This design comes from an exercise in tuning for small area and a short achievable clock period on the open sky130 flow, not from production work. RTL that was checked went through simulation tests only; none was proved equivalent to the original. Power figures rest on the tool's default switching activity, not on a simulated workload.

Setup of rev 12:
==> flow/design.v <==
module simon_datapath_shiftreg(clk,load,load_in,key_in,j_0,j_lt2,j_lt8,cipher_out);
input clk,load,load_in,key_in;
input j_0,j_lt2,j_lt8;
output cipher_out;
reg [127:0] d;
wire rol1 = j_0   ? d[0] : d[64];
wire rol2 = j_lt2 ? d[1] : d[65];
wire rol8 = j_lt8 ? d[7] : d[71];
wire new_bit = d[127] ^ (rol1 & rol8) ^ rol2 ^ key_in;
always @(posedge clk)
	d <= {d[126:0], load ? load_in : new_bit};
assign cipher_out = d[0];
endmodule
module simon_key_expansion_shiftreg(clk,load,data_in,j_gt59,j_gt60,cst,key_out,tail_out);
input clk,load,data_in;
input j_gt59,j_gt60,cst;
output key_out,tail_out;
reg [127:0] q;
wire ror3 = j_gt60 ? q[124] : q[60];
wire ror4 = j_gt59 ? q[123] : q[59];
wire new_bit = q[127] ^ ror3 ^ ror4 ^ cst;
always @(posedge clk)
	q <= {q[126:0], load ? data_in : new_bit};
assign key_out  = q[127];
assign tail_out = q[127];
endmodule
module top_module(clk,data_in,data_rdy,cipher_out);
input clk,data_in;
input [1:0] data_rdy;
output cipher_out;
wire load = data_rdy[0] ^ data_rdy[1];    
wire key_bit;
wire key_tail;
reg [5:0] bit_cnt;
reg       par;
reg [4:0] lfsr;     
reg j_0, j_lt2, j_lt8, j_gt59, j_gt60;
reg cst;
wire last = &bit_cnt;
always @(posedge clk)
begin
	if (load) begin
		bit_cnt <= 6'd0;
		par     <= 1'b0;
		lfsr    <= 5'b11111;
	end else begin
		bit_cnt <= bit_cnt + 6'd1;
		if (last) begin
			par  <= ~par;
			lfsr <= {lfsr[4] ^ lfsr[2] ^ lfsr[1] ^ lfsr[0], lfsr[4:1]};
		end
	end
end
always @(posedge clk)
begin
	j_0    <= load | last;
	j_lt2  <= load | last | j_0;
	j_lt8  <= load | last | (bit_cnt[5:3] == 3'd0 && bit_cnt[2:0] != 3'd7);
	j_gt59 <= ~load & (bit_cnt == 6'd59 || (bit_cnt[5:2] == 4'hF && !last));
	j_gt60 <= ~load & (bit_cnt[5:2] == 4'hF && !last);
	cst    <= load | (last ? lfsr[1] ^ ~par : bit_cnt != 6'd0);
end
simon_datapath_shiftreg datapath(.clk(clk), .load(load), .load_in(key_tail), .key_in(key_bit),
                                 .j_0(j_0), .j_lt2(j_lt2), .j_lt8(j_lt8), .cipher_out(cipher_out));
simon_key_expansion_shiftreg key_exp(.clk(clk), .load(load), .data_in(data_in),
                                     .j_gt59(j_gt59), .j_gt60(j_gt60), .cst(cst),
                                     .key_out(key_bit), .tail_out(key_tail));
endmodule
Settings: LEC_CHECK=0, ABC_CLOCK_PERIOD_IN_PS=1000, CAP_MARGIN=20, CORE_MARGIN=2, CORE_UTILIZATION=60, CTS_BUF_LIST=sky130_fd_sc_hd__clkbuf_16, CTS_CLUSTER_DIAMETER=60, CTS_CLUSTER_SIZE=30, SETUP_SLACK_MARGIN=2.0, SLEW_MARGIN=20; clock period 3.3 ns.
run.sh (not shown) runs the stock make flow with config.mk's settings and CLKGATE_MAP_FILE= SYNTH_SCRIPT=/design/flow/synth_recipe.tcl, a recipe that flattens the netlist after the stock synthesis.
Rev 12: no failed stages, no open violations at the end
Setup changes, rev 12 to rev 13
==> flow/design.v <==
module simon_datapath_shiftreg(clk,load,load_in,key_in,j_0,j_lt2,j_lt8,cipher_out);
input clk,load,load_in,key_in;
input j_0,j_lt2,j_lt8;
output cipher_out;
reg [127:0] d;
wire rol1 = j_0   ? d[0] : d[64];
wire rol2 = j_lt2 ? d[1] : d[65];
wire rol8 = j_lt8 ? d[7] : d[71];
wire new_bit = d[127] ^ (rol1 & rol8) ^ rol2 ^ key_in;
always @(posedge clk)
	d <= {d[126:0], load ? load_in : new_bit};
assign cipher_out = d[0];
endmodule
module simon_key_expansion_shiftreg(clk,load,data_in,j_gt59,j_gt60,cst,key_out,tail_out);
input clk,load,data_in;
input j_gt59,j_gt60,cst;
output key_out,tail_out;
reg [127:0] q;
wire ror3 = j_gt60 ? q[124] : q[60];
wire ror4 = j_gt59 ? q[123] : q[59];
wire new_bit = q[127] ^ ror3 ^ ror4 ^ cst;
always @(posedge clk)
	q <= {q[126:0], load ? data_in : new_bit};
assign key_out  = q[127];
assign tail_out = q[127];
endmodule
module top_module(clk,data_in,data_rdy,cipher_out);
input clk,data_in;
input [1:0] data_rdy;
output cipher_out;
wire load = data_rdy[0] ^ data_rdy[1];    
wire key_bit;
wire key_tail;
reg [5:0] bit_cnt;
reg       par;
reg [4:0] lfsr;     
always @(posedge clk)
begin
	if (load) begin
		bit_cnt <= 6'd0;
		par     <= 1'b0;
		lfsr    <= 5'b11111;
	end else begin
		bit_cnt <= bit_cnt + 6'd1;
		if (&bit_cnt) begin
			par  <= ~par;
			lfsr <= {lfsr[4] ^ lfsr[2] ^ lfsr[1] ^ lfsr[0], lfsr[4:1]};
		end
	end
end
wire z_value = lfsr[0] ^ par;
wire j_0    = bit_cnt == 6'd0;
wire j_lt2  = bit_cnt[5:1] == 5'd0;
wire j_lt8  = bit_cnt[5:3] == 3'd0;
wire j_gt59 = &bit_cnt[5:2];
wire j_gt60 = j_gt59 & (bit_cnt[1] | bit_cnt[0]);
wire cst    = ~j_lt2 ^ (j_0 & z_value);
simon_datapath_shiftreg datapath(.clk(clk), .load(load), .load_in(key_tail), .key_in(key_bit),
                                 .j_0(j_0), .j_lt2(j_lt2), .j_lt8(j_lt8), .cipher_out(cipher_out));
simon_key_expansion_shiftreg key_exp(.clk(clk), .load(load), .data_in(data_in), .j_gt59(j_gt59), .j_gt60(j_gt60), .cst(cst), .key_out(key_bit), .tail_out(key_tail));
endmodule
[summary]
Sum of negative setup slack: rev 13 vs rev 12 — no meaningful difference
Rev 13 finished end to end and its layout was clean on timing, DRC and antenna.
Status: last weighted congestion value of the routability-driven placer parity (rev 12, rev 13)
Taking rev 12 as the reference, in rev 13 total number of vias moved down, number of multi-input combinational cells now sits lower.
Relative to rev 12, the simple logic cell fraction of the synthesized area of rev 13 is higher by 0.72 points.
For the clock network area share, rev 13 came in 1.4 points lower than rev 12 did.
Layout sequential cell count, rev 13 vs rev 12: down by a few percent
Per-cell routed wire length went down slightly going from rev 12 to rev 13.
Compared with rev 12, rev 13 ends up with a smaller final cell area.
The run showing the smaller clock sink count is rev 13.
Taking rev 12 as the reference, in rev 13 overall power of the completed layout saw an increase; post-detailed-routing wire length saw a decrease.
Function not checked in rev 13: the RTL went through the layout flow alone.

## afterwards: timing with drivers on the ports
How much do the figures lean on ideal ports? The routed layouts below were timed once more, with nothing changed but the port constraints.
Step 1: set_driving_cell puts a clkbuf_16 on clk and a buf_2 on each other input, an assumption about the parent block.
Step 2 adds t to the input delays and takes it off the output delays; t is the mean of the earliest and latest rising clock arrival at the registers after step 1. Input paths then give back, and output paths get back, about the clock's delay inside the block.
a / b / c = ideal / step 1 / step 2; a / b = the first two.
| run | t, ns | setup WS [ns] | slew at the worst register clock pin (ns) |
|---|---|---|---|
| rev 12 | 0.495 | 1.739 / 1.703 / 1.587 | 0.10 / 0.10 |
| rev 13 | 0.484 | 1.522 / 1.511 / 1.384 | 0.10 / 0.10 |
After both steps setup and hold are still met in every run listed. The setup slack of rev 12, which loses most, moves by -0.036 ns with the drivers and by -0.152 ns with both steps.
